What follows belongs to an exercise in optimizing a design on an open flow for small area; a production flow would make more cautious choices.
Function was checked by simulation only, so behaviour that the tests miss may differ from the original.
Power figures rest on the tool's default switching activity, not on a simulated workload.

==> flow/design.v <==
`timescale 1ns / 1ps
module Clock_Div(
    input clk_in,
    input [3:0] div,
    input rst,
    output reg clk_out,
    output rise,
    output fall
    );
 reg [2:0] count;
 wire clk_next = (div == 4'b0100) ? count[1] :
                 (div == 4'b1000) ? count[2] : count[0];
 always @(posedge clk_in or posedge rst)
  if (rst) begin
   count   <= 3'b0;
   clk_out <= 1'b0;
  end else begin
   count   <= count + 1'b1;
   clk_out <= clk_next;
  end
 assign rise = ~clk_out & clk_next;
 assign fall = clk_out & ~clk_next;
endmodule
`timescale 1ns / 1ps
module SR_Control(
    input [170-1:0] din,
    input clk,
    input clk_div,
    input rise,
    input rst,
    input start,
    output reg din_sr,
    output load_sr,
    output clk_sr
    );
 reg [7:0] c;
 wire idle = (c == 8'd173);
 assign load_sr = (c == 8'd171);
 assign clk_sr = ~rst & (~clk_div | load_sr);
 always @(posedge clk or posedge rst)
  if (rst) begin
   c      <= 8'd173;
   din_sr <= 1'b0;
  end else if (rise) begin
   if (idle) begin
    if (start) c <= 8'd0;
   end else
    c <= c + 1'b1;
   din_sr <= (c < 170) ? din[c] : 1'b0;
  end
endmodule
`timescale 1ns / 1ps
module Recieve_Data(
    input dout_sr,
    input clk,
    input fall,
    input rst,
    input load_sr,
    output [170-1:0] dout
    );
 reg [170-1:0] tmp_n;
 reg [170-1:0] dout_n;
 reg nvalid;
 reg [7:0] r;
 wire idle = (r == 8'd171);
 wire done = fall && (r == 8'd170);
 always @(posedge clk or posedge rst)
  if (rst)
   r <= 8'd171;
  else if (fall) begin
   if (idle) begin
    if (load_sr) r <= 8'd0;
   end else
    r <= r + 1'b1;
  end
 always @(posedge clk or posedge rst)
  if (rst)
   nvalid <= 1'b1;
  else if (done)
   nvalid <= 1'b0;
 always @(posedge clk)
  if (fall)
   tmp_n <= {~dout_sr, tmp_n[170-1:1]};
 always @(posedge clk)
  if (done)
   dout_n <= tmp_n;
 assign dout = ~(dout_n | {170{nvalid}});
endmodule
`timescale 1ns / 1ps
module Top_SR(
    input clk_in,
    input rst,
    input [3:0] div,
    input start,
    input [170-1:0] din,
    input dout_sr,
    output clk_sr,
    output din_sr,
    output load_sr,
    output [170-1:0] dout
    );
wire clk_div;
wire rise;
wire fall;
Clock_Div clock_div_0(
        .clk_in(clk_in),
        .div(div),
        .rst(rst),
        .clk_out(clk_div),
        .rise(rise),
        .fall(fall)
        );
SR_Control sr_control_0(
         .din(din),
         .clk(clk_in),
         .clk_div(clk_div),
         .rise(rise),
         .rst(rst),
         .start(start),
         .din_sr(din_sr),
         .load_sr(load_sr),
         .clk_sr(clk_sr)
        );
Recieve_Data recieve_data_0(
        .dout_sr(dout_sr),
        .clk(clk_in),
        .fall(fall),
        .rst(rst),
        .load_sr(load_sr),
        .dout(dout)
        );                         
endmodule
==> flow/config.mk <==
export PLATFORM = sky130hd
export DESIGN_NAME = Top_SR
export DESIGN_NICKNAME = Top_SR
export VERILOG_FILES = /design/flow/design.v
export SDC_FILE = /design/flow/constraint.sdc
export NUM_CORES = 4
export LEC_CHECK = 0
export CAP_MARGIN = 20
export CORE_MARGIN = 2
export CORE_UTILIZATION = 40
export SLEW_MARGIN = 20
export BUFFER_PORTS_ARGS = -buffer_cell sky130_fd_sc_hd__buf_1
export CTS_ARGS = -sink_clustering_enable -repair_clock_nets -dont_use_dummy_load -buf_list sky130_fd_sc_hd__clkbuf_16 -sink_clustering_size 25 -sink_clustering_max_diameter 60
==> flow/constraint.sdc <==
create_clock -name core_clock -period 5.0 [get_ports {clk_in}]
set_input_delay 1.0000 -clock core_clock [delete_from_list [all_inputs] [get_ports {clk_in}]]
set_output_delay 1.0000 -clock core_clock [all_outputs]
set_load 0.01 [all_outputs]
standard.sh (not shown) runs the stock make flow with config.mk's settings and CLKGATE_MAP_FILE= SYNTH_SCRIPT=/design/flow/synth_recipe.tcl, a recipe that flattens the netlist after the stock synthesis.
==> flow/flow/run.sh <==
#!/bin/bash
cat >> "$FLOW_CONFIG" <<'EOC'
export BUFFER_PORTS_ARGS = -buffer_cell sky130_fd_sc_hd__buf_1
export CTS_ARGS = -sink_clustering_enable -repair_clock_nets -dont_use_dummy_load -buf_list sky130_fd_sc_hd__clkbuf_16 -sink_clustering_size 25 -sink_clustering_max_diameter 60
EOC
bash standard.sh > standard.log 2>&1
==> next run, changes <==
==> flow/run.sh (new file) <==
#!/bin/bash
# synth_recipe.tcl (not shown) runs the flow's synth.tcl, then flattens the netlist and writes it again
# the make line also repeats each setting of config.mk as NAME=value (left out here)
make -C /OpenROAD-flow-scripts/flow DESIGN_CONFIG=/design/flow/config.mk WORK_HOME=/design/flow/orfs CLKGATE_MAP_FILE= SYNTH_SCRIPT=/design/flow/synth_recipe.tcl finish
- BUFFER_PORTS_ARGS: -buffer_cell sky130_fd_sc_hd__buf_1 -> default
- CTS_ARGS: -sink_clustering_enable -repair_clock_nets -dont_use_dummy_load -buf_list sky130_fd_sc_hd__clkbuf_16 -sink_clustering_size 25 -sink_clustering_max_diameter 60 -> default
removed: flow/flow/run.sh
removed: flow/standard.sh
The changed run passed the timing, DRC and antenna checks.
Design area increases by 17%.
Sequential share of layout area decreases by 9.6 points.
Critical path depth stays the same.
Clock-buffer cell count increases by 18.
==> next run, changes <==
==> flow/flow/run.sh (new file) <==
#!/bin/bash
cat >> "$FLOW_CONFIG" <<'EOC'
export BUFFER_PORTS_ARGS = -buffer_cell sky130_fd_sc_hd__buf_1
export CTS_ARGS = -sink_clustering_enable -repair_clock_nets -dont_use_dummy_load -buf_list {sky130_fd_sc_hd__clkbuf_4 sky130_fd_sc_hd__clkbuf_8} -sink_clustering_size 20
EOC
bash standard.sh > standard.log 2>&1
==> flow/standard.sh (new file) <==
#!/bin/bash
# synth_recipe.tcl (not shown) runs the flow's synth.tcl, then flattens the netlist and writes it again
# the make line also repeats each setting of config.mk as NAME=value (left out here)
make -C /OpenROAD-flow-scripts/flow DESIGN_CONFIG=/design/flow/config.mk WORK_HOME=/design/flow/orfs CLKGATE_MAP_FILE= SYNTH_SCRIPT=/design/flow/synth_recipe.tcl "${@:-finish}"
- BUFFER_PORTS_ARGS: default -> -buffer_cell sky130_fd_sc_hd__buf_1
- CTS_ARGS: default -> -sink_clustering_enable -repair_clock_nets -dont_use_dummy_load -buf_list {sky130_fd_sc_hd__clkbuf_4 sky130_fd_sc_hd__clkbuf_8} -sink_clustering_size 20
removed: flow/run.sh
After rerunning:
- The changed run completed with no timing, DRC or antenna violations
- setup slack gets better by 0.17 ns
- worst hold slack gets better by 0.0033 ns
- clock-buffer cell count rose by 10
- power fell by 12%
- clock skew rose by 0.027 ns
- cell count fell by 0.62%
- clock power fell by 28%
- design area fell by 14%
- routed wire length fell by 7.9%
- synthesized cell count stays the same
==> next run, changes <==
==> flow/flow/run.sh (replaced) <==
#!/bin/bash
cat >> "$FLOW_CONFIG" <<'EOC'
export BUFFER_PORTS_ARGS = -buffer_cell sky130_fd_sc_hd__buf_1
export CTS_ARGS = -sink_clustering_enable -repair_clock_nets -dont_use_dummy_load -buf_list sky130_fd_sc_hd__clkbuf_8 -sink_clustering_size 12 -sink_clustering_max_diameter 50
EOC
bash standard.sh > standard.log 2>&1
- CTS_ARGS: -sink_clustering_enable -repair_clock_nets -dont_use_dummy_load -buf_list {sky130_fd_sc_hd__clkbuf_4 sky130_fd_sc_hd__clkbuf_8} -sink_clustering_size 20 -> -sink_clustering_enable -repair_clock_nets -dont_use_dummy_load -buf_list sky130_fd_sc_hd__clkbuf_8 -sink_clustering_size 12 -sink_clustering_max_diameter 50
The changed run went through all stages and came out clean.
Non-clock buffer count does not change.
Setup slack got worse by 0.0047 ns.
Area after synthesis does not change.
Register-to-register slack hardly moves.
Core utilization decreases by 0.61 points.
Critical path depth is unchanged.
Power goes down by a few percent.
Count of clock-buffer cells in the layout came out lower by 15.
Flip-flop and latch count does not change.
==> next run, changes <==
==> flow/flow/run.sh (replaced) <==
#!/bin/bash
cp standard.sh standard_sh_copy.txt
cat >> "$FLOW_CONFIG" <<'EOC'
export BUFFER_PORTS_ARGS = -buffer_cell sky130_fd_sc_hd__buf_1
export CTS_ARGS = -sink_clustering_enable -repair_clock_nets -dont_use_dummy_load
EOC
bash standard.sh > standard.log 2>&1
- CTS_ARGS: -sink_clustering_enable -repair_clock_nets -dont_use_dummy_load -buf_list sky130_fd_sc_hd__clkbuf_8 -sink_clustering_size 12 -sink_clustering_max_diameter 50 -> -sink_clustering_enable -repair_clock_nets -dont_use_dummy_load
Routed wire length went up slightly.
Power went up by roughly a tenth.
Synthesized cell count stays the same.
Utilization went up by 1.3 points.
Cell count hardly moves.
Design area went up by a few percent.
Worst setup slack gains 0.042 ns.
Sequential power hardly moves.

==> what the ideal ports hide <==
How much do the figures lean on ideal ports? The routed layouts below were timed once more, with nothing changed but the port constraints. Step 1: set_driving_cell puts a clkbuf_16 on clk_in and a buf_2 on each other input, an assumption about the parent block. Step 2 also shifts input and output timing later by t, the mid clock arrival at the registers, as if the neighbouring blocks saw the same clock. a / b / c = ideal / step 1 / step 2; a / b = the first two.
run | shift t [ns] | setup slack, ns | worst setup path at the end | worst register clock-pin slew, ns | pins driven straight from the clock port
the first run | 0.566 | 1.424 / 1.375 / 1.595 | input to register | 0.09 / 0.09 | 1
the second run | 0.553 | 1.274 / 1.224 / 1.135 | input to register | 0.06 / 0.06 | 1
the third run | 0.578 | 1.444 / 1.400 / 1.592 | input to register | 0.07 / 0.07 | 1
the fourth run | 0.566 | 1.440 / 1.391 / 1.593 | input to register | 0.08 / 0.08 | 1
the fifth run | 0.537 | 1.482 / 1.432 / 1.599 | input to register | 0.06 / 0.06 | 1
After both steps every run listed still meets setup and hold. For the second run, which loses most, drivers alone change the setup slack by -0.050 ns; drivers and shift together by -0.139 ns.
